This is an optimization exercise on Yosys and OpenROAD, whose aim is small area and a short achievable clock period, not a production implementation.
In this exercise RTL edits were held to simulation tests only and were not proved equivalent to the original.

## the baseline
==> flow/design.v (excerpt) <==
module dit_fft_8 (
    input [15:0] in0_r, in1_r, in2_r, in3_r, in4_r, in5_r, in6_r, in7_r,
    input [15:0] in0_i, in1_i, in2_i, in3_i, in4_i, in5_i, in6_i, in7_i,
    input clk, RST_N, write, start,
    output [15:0] out0_r, out1_r, out2_r, out3_r, out4_r, out5_r, out6_r, out7_r,
    output [15:0] out0_i, out1_i, out2_i, out3_i, out4_i, out5_i, out6_i, out7_i,
    output ready
);
Settings: LEC_CHECK=0, CAP_MARGIN=20, CORE_MARGIN=2, CORE_UTILIZATION=55, PLACE_DENSITY=0.65, SLEW_MARGIN=20; clock period 10.0 ns.
standard.sh (not shown) runs the stock make flow with config.mk's settings and CLKGATE_MAP_FILE= SYNTH_SCRIPT=/design/flow/synth_recipe.tcl, a recipe that flattens the netlist after the stock synthesis.
==> flow/flow/run.sh <==
#!/bin/bash
# Standard layout, with the resizer's setup repair aimed below the clock period
# so that it works on the paths that set the achieved period, and plain
# buffers on the ports.
set -euo pipefail
bash standard.sh SETUP_SLACK_MARGIN=6.1 "BUFFER_PORTS_ARGS=-buffer_cell sky130_fd_sc_hd__buf_2" finish > standard.log 2>&1
Input changes introduced in the candidate (baseline for comparison: the baseline):
==> flow/flow/run.sh <==
#!/bin/bash
# Standard layout, with the resizer's setup repair aimed below the clock period
# so that it works on the paths that set the achieved period, and plain
# buffers on the ports.
set -euo pipefail
bash standard.sh SETUP_SLACK_MARGIN=6.6 "BUFFER_PORTS_ARGS=-buffer_cell sky130_fd_sc_hd__buf_2" finish > standard.log 2>&1
==> comparison <==
The candidate went all the way through synthesis, placement and routing and the layout is clean on timing, DRC and antenna.
Taking the candidate over the baseline, the post-layout instance area ratio works out to 1.09.
From the baseline to the candidate the numbers moved as follows: vertical die dimension stayed essentially flat; number of hold buffers added after CTS stayed essentially flat.
The candidate against the baseline: global-route usage grew by 1.6 points; wire length of the first global-routing pass grew by about 5.5%; mean instance size in the synthesized netlist held steady; non-clock buffer count grew by 321.
Compared to the baseline, the router laid down more metal wire for the candidate.

* * *

dit_fft_8, a different RTL version from the one above (not shown whole).
For scale: roughly 1300 flip-flops, about 520 I/O pins, roughly 82000 sq um of cells after synthesis.
export LEC_CHECK = 0
export CAP_MARGIN = 20
export CORE_MARGIN = 2
export CORE_UTILIZATION = 68
export CTS_CLUSTER_DIAMETER = 90
export CTS_CLUSTER_SIZE = 24
export PLACE_DENSITY = 0.78
export SLEW_MARGIN = 20
create_clock -name core_clock -period 10.0 [get_ports {clk}]
==> flow/flow/run.sh <==
#!/bin/bash
# Standard layout, with the resizer's setup repair aimed below the clock period
# so that it works on the paths that set the achieved period, plain buffers on
# the ports, and a clock tree without dummy loads.
set -euo pipefail
bash standard.sh SETUP_SLACK_MARGIN=6.2 "BUFFER_PORTS_ARGS=-buffer_cell sky130_fd_sc_hd__buf_1" \
  "CTS_ARGS=-sink_clustering_enable -repair_clock_nets -sink_clustering_size 24 -sink_clustering_max_diameter 90 -dont_use_dummy_load" \
  finish > standard.log 2>&1
Rerun with:
--- a/flow/config.mk
+++ b/flow/config.mk
@@ -8,7 +8,7 @@
 export CAP_MARGIN = 20
 export CORE_MARGIN = 2
-export CORE_UTILIZATION = 68
+export CORE_UTILIZATION = 60
 export CTS_CLUSTER_DIAMETER = 90
 export CTS_CLUSTER_SIZE = 24
-export PLACE_DENSITY = 0.78
+export PLACE_DENSITY = 0.7
 export SLEW_MARGIN = 20
The new run finished clean.
Via count decreases slightly.
Cell count went up slightly.
Hold slack got worse by 0.019 ns.
Global-route usage shrinks by 3.3 points.
Non-clock buffer count is higher by 14.
Die area rose by roughly a tenth.
Rerun with:
==> flow/flow/run.sh (replaced) <==
#!/bin/bash
# Standard layout, with the resizer's setup repair aimed below the clock period
# so that it works on the paths that set the achieved period, and plain
# buffers on the ports.
set -euo pipefail
bash standard.sh SETUP_SLACK_MARGIN=6.1 "BUFFER_PORTS_ARGS=-buffer_cell sky130_fd_sc_hd__buf_2" finish > standard.log 2>&1
--- a/flow/config.mk
+++ b/flow/config.mk
@@ -8,7 +8,6 @@
 export CAP_MARGIN = 20
 export CORE_MARGIN = 2
-export CORE_UTILIZATION = 60
-export CTS_CLUSTER_DIAMETER = 90
-export CTS_CLUSTER_SIZE = 24
-export PLACE_DENSITY = 0.7
+export CORE_UTILIZATION = 55
+export CTS_BUF_LIST = sky130_fd_sc_hd__clkbuf_8
+export PLACE_DENSITY = 0.65
 export SLEW_MARGIN = 20
What happened:
- The new run produced a clean layout
- routed wire length came out higher by 1.2%
- synthesized cell count is unchanged
- worst setup slack gets better by 0.061 ns
- design area came out higher by 3.5%
- global-route usage came out lower by 1.8 points
- maximum frequency came out higher by 1.6%
- sequential cell count stays the same
- die area came out higher by 9.0%
- synthesized area stays the same
Rerun with:
==> flow/flow/run.sh (replaced) <==
#!/bin/bash
# Standard layout, with the resizer's setup repair aimed below the clock period
# so that it works on the paths that set the achieved period, and plain
# buffers on the ports.
set -euo pipefail
bash standard.sh SETUP_SLACK_MARGIN=6.4 "BUFFER_PORTS_ARGS=-buffer_cell sky130_fd_sc_hd__buf_2" finish > standard.log 2>&1
--- a/flow/config.mk
+++ b/flow/config.mk
@@ -8,6 +8,7 @@
 export CAP_MARGIN = 20
 export CORE_MARGIN = 2
-export CORE_UTILIZATION = 55
-export CTS_BUF_LIST = sky130_fd_sc_hd__clkbuf_8
-export PLACE_DENSITY = 0.65
+export CORE_UTILIZATION = 60
+export CTS_CLUSTER_DIAMETER = 90
+export CTS_CLUSTER_SIZE = 24
+export PLACE_DENSITY = 0.7
 export SLEW_MARGIN = 20
Outcome: The new run produced a clean layout; area after synthesis stays the same; wire length is lower by 0.49%; non-clock buffer count goes up by 83; setup slack gains 0.020 ns; maximum frequency rose by 0.54%; die area went down by about 8%; worst hold slack is better by 0.012 ns.
Rerun with:
==> flow/flow/run.sh (replaced) <==
#!/bin/bash
# Standard layout, with the resizer's setup repair aimed below the clock period
# so that it works on the paths that set the achieved period, plain buffers on
# the ports, and a clock tree without dummy loads.
set -euo pipefail
bash standard.sh SETUP_SLACK_MARGIN=6.3 "BUFFER_PORTS_ARGS=-buffer_cell sky130_fd_sc_hd__buf_1" \
  "CTS_ARGS=-sink_clustering_enable -repair_clock_nets -sink_clustering_size 28 -sink_clustering_max_diameter 95 -dont_use_dummy_load" \
  finish > standard.log 2>&1
What happened: Non-clock buffer count went down by 35. Cell area went down by 2.2%. Hold slack gets worse by 0.070 ns.
Rerun with:
==> flow/flow/run.sh (replaced) <==
#!/bin/bash
# Standard layout, with the resizer's setup repair aimed below the clock period
# so that it works on the paths that set the achieved period, and plain
# buffers on the ports.
set -euo pipefail
bash standard.sh SETUP_SLACK_MARGIN=6.2 "BUFFER_PORTS_ARGS=-buffer_cell sky130_fd_sc_hd__buf_2" finish > standard.log 2>&1
Synthesized cell count is unchanged. Clock-buffer cell count came out higher by 38. Cell area came out higher by about 0.8%. Via count hardly moves. Global-route usage came out higher by 0.25 points. Sequential share of layout area came out lower by 0.27 points. Routed wire length came out higher by about 0.8%. Cell count came out higher by about 0.33%.

* * *

== before ==
Starting RTL as in the previous note.
export LEC_CHECK = 0
export CAP_MARGIN = 20
export CORE_MARGIN = 2
export CORE_UTILIZATION = 68
export CTS_CLUSTER_DIAMETER = 90
export CTS_CLUSTER_SIZE = 24
export PLACE_DENSITY = 0.78
export SLEW_MARGIN = 20
create_clock -name core_clock -period 10.0 [get_ports {clk}]
==> flow/flow/run.sh <==
#!/bin/bash
# Standard layout, with the resizer's setup repair aimed below the clock period
# so that it works on the paths that set the achieved period, plain buffers on
# the ports, and a clock tree without dummy loads.
set -euo pipefail
bash standard.sh SETUP_SLACK_MARGIN=6.4 "BUFFER_PORTS_ARGS=-buffer_cell sky130_fd_sc_hd__buf_1" \
  "CTS_ARGS=-sink_clustering_enable -repair_clock_nets -sink_clustering_size 24 -sink_clustering_max_diameter 90 -dont_use_dummy_load" \
  finish > standard.log 2>&1
Input-level comparison between after and before:
==> flow/flow/run.sh <==
#!/bin/bash
# Standard layout, with the resizer's setup repair aimed below the clock period
# so that it works on the paths that set the achieved period, plain buffers on
# the ports, and a clock tree without dummy loads.
set -euo pipefail
bash standard.sh SETUP_SLACK_MARGIN=6.0 "BUFFER_PORTS_ARGS=-buffer_cell sky130_fd_sc_hd__buf_1" \
  "CTS_ARGS=-sink_clustering_enable -repair_clock_nets -sink_clustering_size 24 -sink_clustering_max_diameter 90 -dont_use_dummy_load" \
  finish > standard.log 2>&1
Notes after the runs:
after vs. before: global routing usage on met1 saw a decrease, critical path depth saw a decrease. Worst setup slack down 0.21 ns in after wrt before. Looking only at via count, and setting everything else aside, the higher value of after and before goes to before. | total congestion overflow after global routing | before vs after | ≈ equal |. From before to after the numbers moved as follows: core utilization dropped 1.9 points, highest attainable clock frequency dropped about 5.4%.

* * *

job 5551:
dit_fft_8 with an RTL version that a note above also has.
For scale: roughly 8400 cells after synthesis, ~1300 flip-flops, ~520 I/O pins, about 82000 um^2 of cells after synthesis.
export LEC_CHECK = 0
export CAP_MARGIN = 20
export CORE_MARGIN = 2
export CORE_UTILIZATION = 55
export CTS_BUF_LIST = sky130_fd_sc_hd__clkbuf_8
export PLACE_DENSITY = 0.65
export SLEW_MARGIN = 20
create_clock -name core_clock -period 10.0 [get_ports {clk}]
==> flow/flow/run.sh <==
#!/bin/bash
# Standard layout, with the resizer's setup repair aimed below the clock period
# so that it works on the paths that set the achieved period, and plain
# buffers on the ports.
set -euo pipefail
bash standard.sh SETUP_SLACK_MARGIN=6.1 "BUFFER_PORTS_ARGS=-buffer_cell sky130_fd_sc_hd__buf_2" finish > standard.log 2>&1
Job 5551 reached the end of the flow, and the finished layout is clean on the timing, design-rule and antenna checks.
[inputs] job 8444 vs job 5551
- PLACE_DENSITY now 0.7, was 0.65
- CTS_CLUSTER_SIZE now 30, previously not set
- CTS_BUF_LIST no longer set, was sky130_fd_sc_hd__clkbuf_8
- CORE_UTILIZATION now 60, was 55
- CTS_CLUSTER_DIAMETER now 100, previously not set
[summary]
- Job 8444 against job 5551: worst hold slack fell by 3.5 ps; post-route cell area saw a decrease; height of the chip decreased by about 4% relative to the old numbers; fraction of met2 tracks used by global routing +3.6 points.
- Job 8444 against job 5551: global-route met3 utilization shrank by 1.2 points; clock-cell share of area shrank by 3.2 points; maximum number of pins on one net before global-route repair grew by 46; clock-buffer cell count shrank by 164.
- Final worst setup slack ended up 120 ps lower on job 8444 than on job 5551.
- Job 8444 vs job 5551: maximum operating frequency down by a few percent

[re-timing with driven ports]
The results above use ideal ports. As a check the final layouts listed here were re-extracted and re-timed, cells and wires unchanged. Step 1, drivers: a clkbuf_16 drives clk and a buf_2 each remaining input, both assumed. Step 2, shift: input delay + t, output delay - t, t = (earliest + latest rising clock arrival at the registers) / 2. This alone moves slack from input paths to output paths. a / b / c = no drivers / after step 1 / after step 2; a / b = the first two.
run | t, ns | setup WS [ns] | latest minus earliest clock arrival (ns)
the baseline | 0.851 | 6.077 / 6.077 / 5.387 | 0.025 / 0.025
the candidate | 0.859 | 6.263 / 6.278 / 5.419 | 0.047 / 0.047
the first run of note 2 | 0.740 | 6.241 / 6.284 / 5.547 | 0.087 / 0.087
the second run of note 2 | 0.756 | 6.192 / 6.228 / 5.472 | 0.084 / 0.084
the third run of note 2 | 1.010 | 6.253 / 6.208 / 5.349 | 0.067 / 0.067
the fourth run of note 2 | 0.774 | 6.273 / 6.258 / 5.484 | 0.043 / 0.043
the fifth run of note 2 | 0.784 | 6.193 / 6.232 / 5.447 | 0.121 / 0.121
the sixth run of note 2 | 0.779 | 6.287 / 6.326 / 5.547 | 0.040 / 0.040
before | 0.730 | 6.274 / 6.309 / 5.579 | 0.089 / 0.088
after | 0.736 | 6.060 / 6.060 / 5.381 | 0.071 / 0.071
job 5551 | 0.994 | 6.182 / 6.182 / 5.264 | 0.065 / 0.065
job 8444 | 0.772 | 6.066 / 6.117 / 5.345 | 0.049 / 0.049
After both steps every run listed still meets setup and hold. For job 5551, which loses most, drivers alone change the setup slack by 0.000 ns; drivers and shift together by -0.918 ns.
